This design comes from an exercise in tuning for small area, a short achievable clock period and few clock cycles per item on the open sky130 flow, not from production work. Function was checked by simulation only, so behaviour that the tests miss may differ from the original.

==> flow/design.v (outline; a module is shown in full before it is edited, if it fits) <==
// module ahb_lite_fir_filter: 642 lines
module ahb_lite_fir_filter(
    input clk,
          n_rst,
    input logic hsel,
    input logic [3:0] haddr,
    input logic hsize,
    input logic [1:0] htrans,
    input logic hwrite,
    input logic [15:0] hwdata,
    output logic [15:0] hrdata,
    output logic hresp
);
  // ...
==> flow/flow/run.sh <==
#!/bin/bash
# The standard layout (its synthesis script, registers unchanged), with:
#  - no ABC pass inside yosys's generic synth before the adders are extracted
#    (SYNTH_ARGS=-noabc), so the hand-built adder trees reach extract_fa as
#    written, without inverters around every full adder; ABC still maps the
#    logic afterwards as usual,
#  - timing repair aimed at a setup slack margin (a shorter achieved period
#    than the 12 ns constraint), and
#  - port buffers of a regular buffer cell, and
#  - clock tree synthesis without dummy loads (capacitive cells that only balance
#    the tree).
# The clock and constraints are the standard flow's own.
set -euo pipefail
MARGIN=${MARGIN:-6.5}
bash standard.sh "SYNTH_ARGS=-noabc" "SETUP_SLACK_MARGIN=$MARGIN" \
    "BUFFER_PORTS_ARGS=-buffer_cell sky130_fd_sc_hd__buf_2" \
    "CTS_ARGS=-sink_clustering_enable -repair_clock_nets -dont_use_dummy_load -sink_clustering_size 22 -sink_clustering_max_diameter 100" finish > standard_flow.log 2>&1
==> flow/standard.sh <==
#!/bin/bash
# synth_recipe.tcl (not shown) runs the flow's synth.tcl, then flattens the netlist and writes it again
# the make line also repeats each setting of config.mk as NAME=value (left out here)
make -C /OpenROAD-flow-scripts/flow DESIGN_CONFIG=/design/flow/config.mk WORK_HOME=/design/flow/orfs CLKGATE_MAP_FILE= SYNTH_SCRIPT=/design/flow/synth_recipe.tcl "${@:-finish}"
==> flow/config.mk <==
export PLATFORM = sky130hd
export DESIGN_NAME = ahb_lite_fir_filter
export DESIGN_NICKNAME = ahb_lite_fir_filter
export VERILOG_FILES = /design/flow/design.v
export SDC_FILE = /design/flow/constraint.sdc
export NUM_CORES = 4
export LEC_CHECK = 0
export ABC_CLOCK_PERIOD_IN_PS = 5500
export CAP_MARGIN = 20
export CORE_MARGIN = 2
export CORE_UTILIZATION = 40
export SLEW_MARGIN = 20
==> flow/constraint.sdc <==
create_clock -name core_clock -period 12.0 [get_ports {clk}]
set_input_delay 2.4000 -clock core_clock [delete_from_list [all_inputs] [get_ports {clk}]]
set_output_delay 2.4000 -clock core_clock [all_outputs]
set_load 0.01 [all_outputs]
==> results.txt, run 1 <==
In this run the worst setup path terminates at hresp. The average cell area after synthesis is 10.91 sq um. The final-report max-slew violation count was 0. Tracing the worst setup path back leads to its startpoint at haddr[2]. The area of the core is 0.05509 sq mm. The total negative slack for setup checks came out at 0 ns. The critical path goes through buf_8, buf_12, nor2_4, nand2_2, a21boi_2, buf_2. From synthesis to final layout, the design area changed by 9.965%. The required arrival time at the worst endpoint came out at 9.60 ns. The setup slack of the worst register-to-register path is 6.58 ns.

The clock-pin slew reported for the worst setup and hold paths after clock tree synthesis is 0.06 ns. For this run, global-route usage on met1 was measured as 29.46%. The number of logic stages on the critical path including buffering came out at 6. After Yosys synthesis, XOR and XNOR cells account for 4.819% of the synthesized area. The worst path in the final design needs a cycle of 5.461 ns, including I/O delays and setup. The worst hold margin is 0.4752 ns. In the layout the commonest cells are 258 x sky130_fd_sc_hd__dfrtp_1, 226 x sky130_fd_sc_hd__nor2_1, 207 x sky130_fd_sc_hd__mux2_2, 175 x sky130_fd_sc_hd__fa_1, 124 x sky130_fd_sc_hd__nand2_1.

The non-clock buffer instance count of the final layout came out at 113. The row count came out at 86. The startpoint of the lowest-slack hold path is ap[9]. The element type at the critical path start is a primary input.

The min-delay analysis places its worst path in the category reg -> reg. The number of search-and-repair iterations in the first detailed-routing pass came out at 5. The flow ran to the end and the layout has no timing, DRC or antenna violations. The pin count of the biggest net entering global routing came out at 154. The cell kind with the greatest summed area is multi-input gates. The detailed router put a total of 27070 um of wire on met1. The met2 routed wirelength came out at 27530 um. The sum of buffers and inverters on the critical path is 3.

Clock buffers in the final layout number 21. Summed over all layers, the routed wires come to 60560 um. The total met3 wirelength after detailed routing is 3614 um. The number of nets with antenna violations after detailed routing is 0. The initial antenna violation count is 3. The global routing usage on met2 came out at 33.38%. The synthesized netlist devotes 22.01% of its cell area to adder and majority cells. The worst hold endpoint is ap[9].

The inverter count of the layout excluding clock inverters is 105.
Testbench counts, summed over its fixed seeds: cycles 2,064, samples 512.
==> run 2: changes to the inputs <==
--- a/flow/design.v
+++ b/flow/design.v
@@ -35,35 +35,37 @@
     logic [15:0]   b2;                      
     logic [17:0]   ap;                      
     logic          apw;
     logic [17:0]   nb;                      
     logic [1:0]    nbc;
     logic [16:0]   res;                     
     logic          resw;
     logic          err;
+    logic          smp_v, h1_v, h2_v, r_v, acc_v, res_v;
+    logic [3:0]    c_v, f_v;
     logic wr_smp, wr_c0, wr_c1, wr_c2, wr_c3, wr_r14;
     assign wr_smp = wr_pend & (wr_pair == 3'd2);
     assign wr_c0  = wr_pend & (wr_pair == 3'd3);
     assign wr_c1  = wr_pend & (wr_pair == 3'd4);
     assign wr_c2  = wr_pend & (wr_pair == 3'd5);
     assign wr_c3  = wr_pend & (wr_pair == 3'd6);
     assign wr_r14 = wr_pend & (wr_pair == 3'd7);
     logic s1_free, s1_hw, s1_sm, do_load;
     assign s1_free = (seq == 2'd0);
     assign s1_hw   = s1_free & wr_smp;                  
     assign s1_sm   = s1_free & ~wr_smp & samp_pend;     
     assign do_load = s1_free & ~wr_smp & ~samp_pend & r14[0];
     logic [15:0] a1r, a1, b1;
     always_comb begin
         case (seq)
-            2'd0:    begin a1r = smp; b1 = f0; end
-            2'd1:    begin a1r = h1;  b1 = f2; end
-            2'd2:    begin a1r = smp; b1 = f1; end
-            default: begin a1r = h2;  b1 = f3; end
+            2'd0:    begin a1r = smp_v ? smp : 16'd0; b1 = f_v[0] ? f0 : 16'd0; end
+            2'd1:    begin a1r = h1_v  ? h1  : 16'd0; b1 = f_v[2] ? f2 : 16'd0; end
+            2'd2:    begin a1r = smp_v ? smp : 16'd0; b1 = f_v[1] ? f1 : 16'd0; end
+            default: begin a1r = h2_v  ? h2  : 16'd0; b1 = f_v[3] ? f3 : 16'd0; end
         endcase
     end
     assign a1 = s1_hw ? hwdata : a1r;
     logic [17-K:0] xb;
     logic [M-1:0]  b1_neg, b1_one, b1_two;
     assign xb = {1'b0, a1[15:K], 1'b0};
     always_comb begin
         for (int i = 0; i < M; i++) begin
@@ -492,18 +494,18 @@
     logic [17:0] wsum;
     logic        w;                         
     assign wsum  = {1'b0, s16, 1'b1} + {1'b0, c16, c_lo};
     assign w     = wsum[17];
     logic [17:0] nb_x, ap_y, ra, rb, x1, y1, x2, y2, v1, v2;
     logic [18:0] v2c;
     logic        sub;
     assign sub  = k_t1 | k_t3;
-    assign nb_x = k_t2 ? 18'h3FFFF : {nb[17:16] + nbc, nb[15:0]};
-    assign ap_y = k_t2 ? 18'd1 : {ap[17:16] - {1'b0, apw}, ap[15:0]};
+    assign nb_x = (k_t2 | ~acc_v) ? 18'h3FFFF : {nb[17:16] + nbc, nb[15:0]};
+    assign ap_y = (k_t2 | ~acc_v) ? 18'd1 : {ap[17:16] - {1'b0, apw}, ap[15:0]};
     assign ra   = {2'b00, s16};
     assign rb   = {2'b00, c16};
     logic [17:0] a1x, a2x;
     assign a1x  = nb_x ^ {18{sub}};
     assign a2x  = ~ap_y;
     logic [17:0] q1, q2;
     assign x1   = a1x ^ ra ^ rb;
     assign q1   = (a1x & ra) | (rb & (a1x ^ ra));
@@ -519,30 +521,30 @@
     assign err3    = w ? (v2[17] & ~v2[16]) : (~v2[17] & v2[16]);
     assign err_new = err3 | err4;
     logic busy, err_bit;
     assign busy    = wr_pend | samp_pend | r14[0];
     assign err_bit = k_t0 ? err_new : err;
     logic [16:0] res_c;
     logic [15:0] mag, pdata, rdata;
     logic        st_hw, st_b1;
-    assign res_c = {res[16] ^ resw, res[15:0]};
+    assign res_c = res_v ? {res[16] ^ resw, res[15:0]} : 17'd0;
     assign mag   = res_c[16] ? (~res_c[15:0] + 16'd1) : res_c[15:0];
     assign st_hw = rd_req & (haddr[3:1] == 3'd0) & hsize;
     assign st_b1 = rd_req & (haddr == 4'd1) & ~hsize;
     always_comb begin
         case (haddr[3:1])
             3'd0:    pdata = {15'd0, busy};
             3'd1:    pdata = mag;
-            3'd2:    pdata = smp;
-            3'd3:    pdata = c0;
-            3'd4:    pdata = c1;
-            3'd5:    pdata = c2;
-            3'd6:    pdata = c3;
-            default: pdata = {r15, r14};
+            3'd2:    pdata = smp_v  ? smp : 16'd0;
+            3'd3:    pdata = c_v[0] ? c0  : 16'd0;
+            3'd4:    pdata = c_v[1] ? c1  : 16'd0;
+            3'd5:    pdata = c_v[2] ? c2  : 16'd0;
+            3'd6:    pdata = c_v[3] ? c3  : 16'd0;
+            default: pdata = r_v ? {r15, r14[7:1], r14[0]} : {15'd0, r14[0]};
         endcase
         if (!rd_req)
             rdata = 16'd0;
         else if (hsize)
             rdata = pdata;
         else
             rdata = {8'd0, haddr[0] ? pdata[15:8] : pdata[7:0]};
         rdata[8] = rdata[8] | (st_hw & err_bit);
@@ -552,91 +554,102 @@
         s1s <= m1_r0[15+K:K];
         s1c <= m1_r1[15+K:K];
         s1k <= m1_lo[K];
         bo_neg <= b1_neg;
         bo_one <= b1_one;
         bo_two <= b1_two;
         b2  <= b1;
     end
+    always_ff @(posedge clk) begin
+        if (wr_smp) begin
+            smp <= hwdata;
+            h1  <= smp;
+            h2  <= h1;
+        end
+        if (wr_c0) c0 <= hwdata;
+        if (wr_c1) c1 <= hwdata;
+        if (wr_c2) c2 <= hwdata;
+        if (wr_c3) c3 <= hwdata;
+        if (wr_r14) begin
+            r14[7:1] <= hwdata[7:1];
+            r15      <= hwdata[15:8];
+        end else if (do_load) begin
+            r14[7:1] <= 7'd0;
+        end
+        if (do_load) begin
+            f0 <= c0;
+            f1 <= c1;
+            f2 <= c2;
+            f3 <= c3;
+        end
+        if (k_t0) begin
+            res  <= ~v1[16:0];
+            resw <= w;
+        end
+        if (k_t2 | k_t1 | k_t3) begin
+            nb  <= sub ? ~v1 : v1;
+            nbc <= sub ? {1'b0, w} : {w, w};
+        end
+        if (k_t2 | k_t1) begin
+            ap  <= v2;
+            apw <= w;
+        end
+    end
     always_ff @(posedge clk, negedge n_rst) begin
         if (!n_rst) begin
             hrdata    <= 16'd0;
             wr_pend   <= 1'b0;
             wr_pair   <= 3'd0;
-            smp       <= 16'd0;
-            c0        <= 16'd0;
-            c1        <= 16'd0;
-            c2        <= 16'd0;
-            c3        <= 16'd0;
-            r14       <= 8'd0;
-            r15       <= 8'd0;
-            f0        <= 16'd0;
-            f1        <= 16'd0;
-            f2        <= 16'd0;
-            f3        <= 16'd0;
-            h1        <= 16'd0;
-            h2        <= 16'd0;
+            r14[0]    <= 1'b0;
+            smp_v     <= 1'b0;
+            h1_v      <= 1'b0;
+            h2_v      <= 1'b0;
+            c_v       <= 4'd0;
+            r_v       <= 1'b0;
+            f_v       <= 4'd0;
+            acc_v     <= 1'b0;
+            res_v     <= 1'b0;
             samp_pend <= 1'b0;
             seq       <= 2'd0;
             k_t0      <= 1'b0;
             k_t2      <= 1'b0;
             k_t1      <= 1'b0;
             k_t3      <= 1'b0;
-            ap        <= 18'd1;
-            apw       <= 1'b0;
-            nb        <= 18'h3FFFF;
-            nbc       <= 2'd0;
-            res       <= 17'd0;
-            resw      <= 1'b0;
             err       <= 1'b0;
         end else begin
             hrdata  <= rdata;
             wr_pend <= wr_req;
             wr_pair <= haddr[3:1];
             if (wr_smp) begin
-                smp <= hwdata;
-                h1  <= smp;
-                h2  <= h1;
+                smp_v <= 1'b1;
+                h1_v  <= smp_v;
+                h2_v  <= h1_v;
             end
-            if (wr_c0) c0 <= hwdata;
-            if (wr_c1) c1 <= hwdata;
-            if (wr_c2) c2 <= hwdata;
-            if (wr_c3) c3 <= hwdata;
+            if (wr_c0) c_v[0] <= 1'b1;
+            if (wr_c1) c_v[1] <= 1'b1;
+            if (wr_c2) c_v[2] <= 1'b1;
+            if (wr_c3) c_v[3] <= 1'b1;
             if (wr_r14) begin
-                r14 <= hwdata[7:0];
-                r15 <= hwdata[15:8];
+                r14[0] <= hwdata[0];
+                r_v    <= 1'b1;
             end else if (do_load) begin
-                r14 <= 8'd0;
-            end
-            if (do_load) begin
-                f0 <= c0;
-                f1 <= c1;
-                f2 <= c2;
-                f3 <= c3;
+                r14[0] <= 1'b0;
             end
+            if (do_load) f_v <= c_v;
+            if (k_t2) acc_v <= 1'b1;
+            if (k_t0) res_v <= 1'b1;
             if (wr_smp & ~s1_hw)
                 samp_pend <= 1'b1;
             else if (s1_sm)
                 samp_pend <= 1'b0;
             seq  <= (s1_hw | s1_sm | do_load) ? 2'd1 : (seq + {1'b0, ~s1_free});
             k_t0 <= s1_hw | s1_sm;
             k_t2 <= (seq == 2'd1);
             k_t1 <= (seq == 2'd2);
             k_t3 <= (seq == 2'd3);
-            if (k_t0) begin
-                res  <= ~v1[16:0];
-                resw <= w;
-                err  <= err_new;
-            end else if (do_load) begin
+            if (k_t0)
+                err <= err_new;
+            else if (do_load)
                 err <= 1'b0;
-            end
-            if (k_t2 | k_t1 | k_t3) begin
-                nb  <= sub ? ~v1 : v1;
-                nbc <= sub ? {1'b0, w} : {w, w};
-            end
-            if (k_t2 | k_t1) begin
-                ap  <= v2;
-                apw <= w;
-            end
         end
     end
 endmodule
==> run 2 against run 1 <==
Effect of this change:
- register-to-register slack got worse by 0.099 ns
- largest cell class unchanged
- setup slack got worse by 0.058 ns
- utilization increased by 0.23 points
- design area decreased by 4.3%
- global-route usage decreased by 0.95 points
- fmax decreased by 1.1%
- final cell count decreased by 12%
- clock skew increased by 0.020 ns
==> results.txt, run 2 <==
The worst setup path category was reg -> reg (was in -> out). The clock tree skew after final layout was 0.07450 ns (was 0.05439 ns). The maximum net fanout on the critical path was 8 (was 3). The final global-route overflow total came out at 0 (unchanged). The clock tree from TritonCTS is yes (unchanged). The fraction of synthesis flops using an asynchronous set or reset pin is 12.32% (was 82.69%). The critical register-to-register path endpoint is hrdata[0] (was ap[14]).

The number of buffers inserted by port buffering is 43 (unchanged). The top-level I/O count is 44 (unchanged). The proportion of synthesized chip area in sequential cells is 45.82% (was 36.48%). The row count is 84 (was 86). The flip-flop and latch count after synthesis is 349 (was 335). The total number of vias is 13910 (was 15630). The number of nets with antenna violations after detailed routing is 0 (unchanged). The final antenna diode count was 0 (unchanged). The number of design rule violations left after detail routing is 0 (unchanged). The final critical path time including I/O delays and setup is 5.519 ns (was 5.461 ns). Most area-consuming cells after synthesis: sky130_fd_sc_hd__edfxtp_1 35%, sky130_fd_sc_hd__fa_1 18%, sky130_fd_sc_hd__dfxtp_1 5.5% (was sky130_fd_sc_hd__dfrtp_1 29%, sky130_fd_sc_hd__fa_1 17%, sky130_fd_sc_hd__mux2_2 10%).

The maximum clock insertion buffer count is 3 (unchanged). The post-synthesis instance total came out at 1754 (was 2040). The clock-pin slew reported for the worst setup and hold paths after clock tree synthesis was 0.10 ns (was 0.06 ns). The area enclosed by the die boundary came out at 0.05470 sq mm (was 0.05753 sq mm). The element type at the critical path end is a flip-flop (was output port). The most common flop cell mapped by yosys is sky130_fd_sc_hd__edfxtp_1 (was sky130_fd_sc_hd__dfrtp_1). The post-layout net count is 2095 (was 2363). The path type of the worst min-delay path is reg -> reg (unchanged). The element type at the critical path start is a flip-flop (was primary input). The worst slew margin relative to its limit was 26.96% (was 18.70%). The top layer reached by signal wires is met5 (unchanged). The total routing resource utilization after global routing came out at 20.28% (was 21.24%). The number of enable-type register cells in the synthesized netlist came out at 248 (was 0). The pin count of the biggest net entering global routing came out at 71 (was 154).

The launch point of the critical path is b2[5] (was haddr[2]). The floorplan die width is 233.9 um (was 239.8 um). The routed length on met1 came to 22970 um (was 27070 um). The average cell area after synthesis came out at 12.05 sq um (was 10.91 sq um).

The fraction of layout cells with a size suffix above 1 is 15.32% (was 21.98%). The final weighted congestion in routability-driven placement came out at 0.8985 (was 0.8661). The total CTS buffers is 21 (unchanged). The worst reg2reg path depth is 19 (was 20). Registers with the most flip-flops: ap x18, nb x18, res x17 (unchanged). The total met3 wirelength after detailed routing is 3120 um (was 3614 um). The top-area cell type share of the netlist area came out at 35.23% (was 29.02%). The placed wire-length estimate after detailed placement is 38650 um (was 41910 um). The number of levels in the clock H-tree is 1 (unchanged).

The number of design-rule violations left by the first detailed-router iteration came out at 1060 (unchanged). The final-report max-slew violation count came to 0 (unchanged). Result of the run: no timing/DRC/antenna violations (unchanged).

The area added between synthesis and finish was 10.74% (was 9.965%). The first-pass GRT wire length is 84180 um (was 93820 um). The number of sinks handled by clock tree synthesis came out at 349 (was 335). The final routed wire length divided by cell count is 22.05 um (was 21.60 um). The initial antenna violation count is 1 (was 3). The worst setup path endpoint was hrdata[0] (was hresp).

The data arrival time of the critical path came out at 5.95 ns (was 3.06 ns). The master cell of the clock root buffer is sky130_fd_sc_hd__clkbuf_16 (unchanged). The total standard cell area after synthesis came out at 0.02114 sq mm (was 0.02225 sq mm). The worst hold margin is 0.4471 ns (was 0.4752 ns). The post-cts hold buffer count came out at 0 (unchanged). The cell depth of the worst hold path came to 0 (was 2). The final count of hold timing violations came out at 0 (unchanged). The number of search-and-repair iterations in the first detailed-routing pass was 5 (unchanged). The number of global-route vias before repair is 14310 (was 15980).

The number of distinct library cells after synthesis came out at 81 (was 76). The clock network latency to the later pin of the worst-skew pair is 0.55 ns (was 0.56 ns). The initial cell density of the core is 40.30% (was 40.38%).

The number of synthesis warnings is 1 (unchanged). The cell accounting for the most synthesized area was sky130_fd_sc_hd__edfxtp_1 (was sky130_fd_sc_hd__dfrtp_1). The required arrival time at the worst endpoint is 12.43 ns (was 9.60 ns). Most instantiated cells after synthesis: 248 x sky130_fd_sc_hd__edfxtp_1, 211 x sky130_fd_sc_hd__nor2_1, 189 x sky130_fd_sc_hd__fa_1 (was 258 x sky130_fd_sc_hd__dfrtp_1, 227 x sky130_fd_sc_hd__nor2_1, 207 x sky130_fd_sc_hd__mux2_2). The portion of the clock cycle consumed by the worst path in the final layout is 46.00% (was 45.51%). The met2 routed wirelength came out at 26730 um (was 27530 um).

The final setup violation count is 0 (unchanged). The area of the core came to 0.05245 sq mm (was 0.05509 sq mm). The height of the chip is 233.9 um (was 239.8 um).

The overall routed net length is 54610 um (was 60560 um). The reported max-cap violation count came out at 0 (unchanged). The number of nets in the synthesized netlist is 2059 (was 2345). RSZ-0062 raised after global routing: true (unchanged). The most common library cell in the layout ignoring fill and taps is sky130_fd_sc_hd__edfxtp_1 (was sky130_fd_sc_hd__dfrtp_1). The slew at the pin closest to its max-slew limit came out at 1.096 ns (was 1.211 ns). The peak clock frequency supported by timing came out at 0.1812 GHz (was 0.1831 GHz). The startpoint of the lowest-slack hold path is c3[2] (was ap[9]). Commonest cells after routing, fill and taps aside: 248 x sky130_fd_sc_hd__edfxtp_1, 208 x sky130_fd_sc_hd__nor2_1, 171 x sky130_fd_sc_hd__fa_1, 99 x sky130_fd_sc_hd__inv_1, 84 x sky130_fd_sc_hd__a21oi_1 (was 258 x sky130_fd_sc_hd__dfrtp_1, 226 x sky130_fd_sc_hd__nor2_1, 207 x sky130_fd_sc_hd__mux2_2, 175 x sky130_fd_sc_hd__fa_1, 124 x sky130_fd_sc_hd__nand2_1). The setup slack of the worst register-to-register path was 6.48 ns (was 6.58 ns).

The total negative slack for setup checks is 0 ns (unchanged). The cell with the most instances after synthesis is sky130_fd_sc_hd__edfxtp_1 (was sky130_fd_sc_hd__dfrtp_1). The source of the worst register-to-register timing path is b2[5] (was bo_two[0]). The number of vias per cell is 5.618 (was 5.573).
run 2: cell types whose count changed after synthesis, sizes merged, moves of 19 or more:
cell,delta
mux2,-201
dfrtp,-215
a21oi,+28
nand2,-43
a32oi,+43
o21ai,-42
xor2,+21
edfxtp,+248
nor2b,-22
and2,+27
dfstp,-19
run 2: metal layers:
layer  vias up  global-route usage (%)
met1      7078                   27.20
li1       6239                       -
met3        97                   2.371
met5         -                       0
met2       494                   34.42
met4         2                   6.566
run 2: through the flow:
stage	instances	utilization (%)	instance area [sq um]	worst slack (ns)
6_report	2476	44.63	23410	6.481
5_1_grt	2476	44.63	23410	6.289
4_1_cts	2463	43.98	23060	6.458
3_5_place_dp	2422	42.17	22120	5.409
3_3_place_gp	2420	42.13	22100	5.482
2_1_floorplan	1754	-	21160	6.407
run 2: kinds of logic (layout without fill, tap and decap cells):
logic type	Yosys count	after routing	share of synthesized area, %
xor gates and xnor gates	132	132	5.541
adders and majority gates	278	278	23.17
and+or+nand+nor	420	420	8.962
buffers and inverters	199	233	3.699
DFF	349	349	45.82
AOI/OAI and AO/OA	363	363	12.16
muxes	13	13	0.6511
run 2: worst min path at each step:
stage	endpoint
2_1_floorplan	f0[15]
3_5_place_dp	f1[6]
4_1_cts	f3[2]
3_3_place_gp	h2[13]
6_report	f3[2]
5_1_grt	f3[2]
run 2: area by class of cell:
cell class                      count  area, sq um
Fill cell                        4749        29040
Tap cell                          688        860.8
Sequential cell                   349         9739
Inverter                          101        379.1
Timing Repair Buffer              111        773.2
Multi-Input combinational cell   1206        11130
Clock buffer                       21        525.5
run 2: worst max-delay path, stage by stage, from the launching register on:
cell and delay (ns):
sky130_fd_sc_hd__dfxtp_4 0.39, sky130_fd_sc_hd__a22oi_2 0.22, sky130_fd_sc_hd__xnor2_2 0.14, sky130_fd_sc_hd__fa_1 0.46
sky130_fd_sc_hd__fa_1 0.53, sky130_fd_sc_hd__fa_2 0.62, sky130_fd_sc_hd__fa_1 0.45, sky130_fd_sc_hd__ha_2 0.21
sky130_fd_sc_hd__fa_2 0.36, sky130_fd_sc_hd__a211oi_2 0.24, sky130_fd_sc_hd__o211ai_2 0.16, sky130_fd_sc_hd__nand2_2 0.13
sky130_fd_sc_hd__o21ai_4 0.08, sky130_fd_sc_hd__o22a_1 0.21, sky130_fd_sc_hd__xor2_2 0.16, sky130_fd_sc_hd__buf_4 0.15
sky130_fd_sc_hd__a221o_2 0.36, sky130_fd_sc_hd__o211ai_4 0.12, sky130_fd_sc_hd__a2111oi_4 0.11, sky130_fd_sc_hd__o311a_1 0.29
run 2: timing repair:
item / 4_1_cts / 5_1_grt
endpoints found under the setup margin: 25 / 8
gates cloned: 0 / 0
resized for setup: 80 / 56
pin swaps: 31 / 43
setup buffers: 20 / 12
Testbench counts of run 2, summed over its fixed seeds: cycles 2,064, samples 512.

==> re-timing with driven ports <==
How much do the figures lean on ideal ports? The routed layouts below were timed once more, with nothing changed but the port constraints.
Step 1 assumes that a clkbuf_16 drives the clock port and a buf_2 every other input.
Step 2 also shifts input and output timing later by t, the mid clock arrival at the registers, as if the neighbouring blocks saw the same clock.
a / b / c = no drivers / after step 1 / after step 2; a / b = the first two.
run | t (ns) | slack for setup (ns) | worst setup path at the end | latest minus earliest clock arrival (ns) | worst register clock-pin slew, ns
run 1 | 0.597 | 6.539 / 6.501 / 6.013 | input to register | 0.061 / 0.062 | 0.10 / 0.10
run 2 | 0.572 | 6.481 / 6.452 / 6.334 | input to register | 0.077 / 0.077 | 0.10 / 0.10
After both steps setup and hold are still met in every run listed. The setup slack of run 1, which loses most, moves by -0.038 ns with the drivers and by -0.526 ns with both steps.
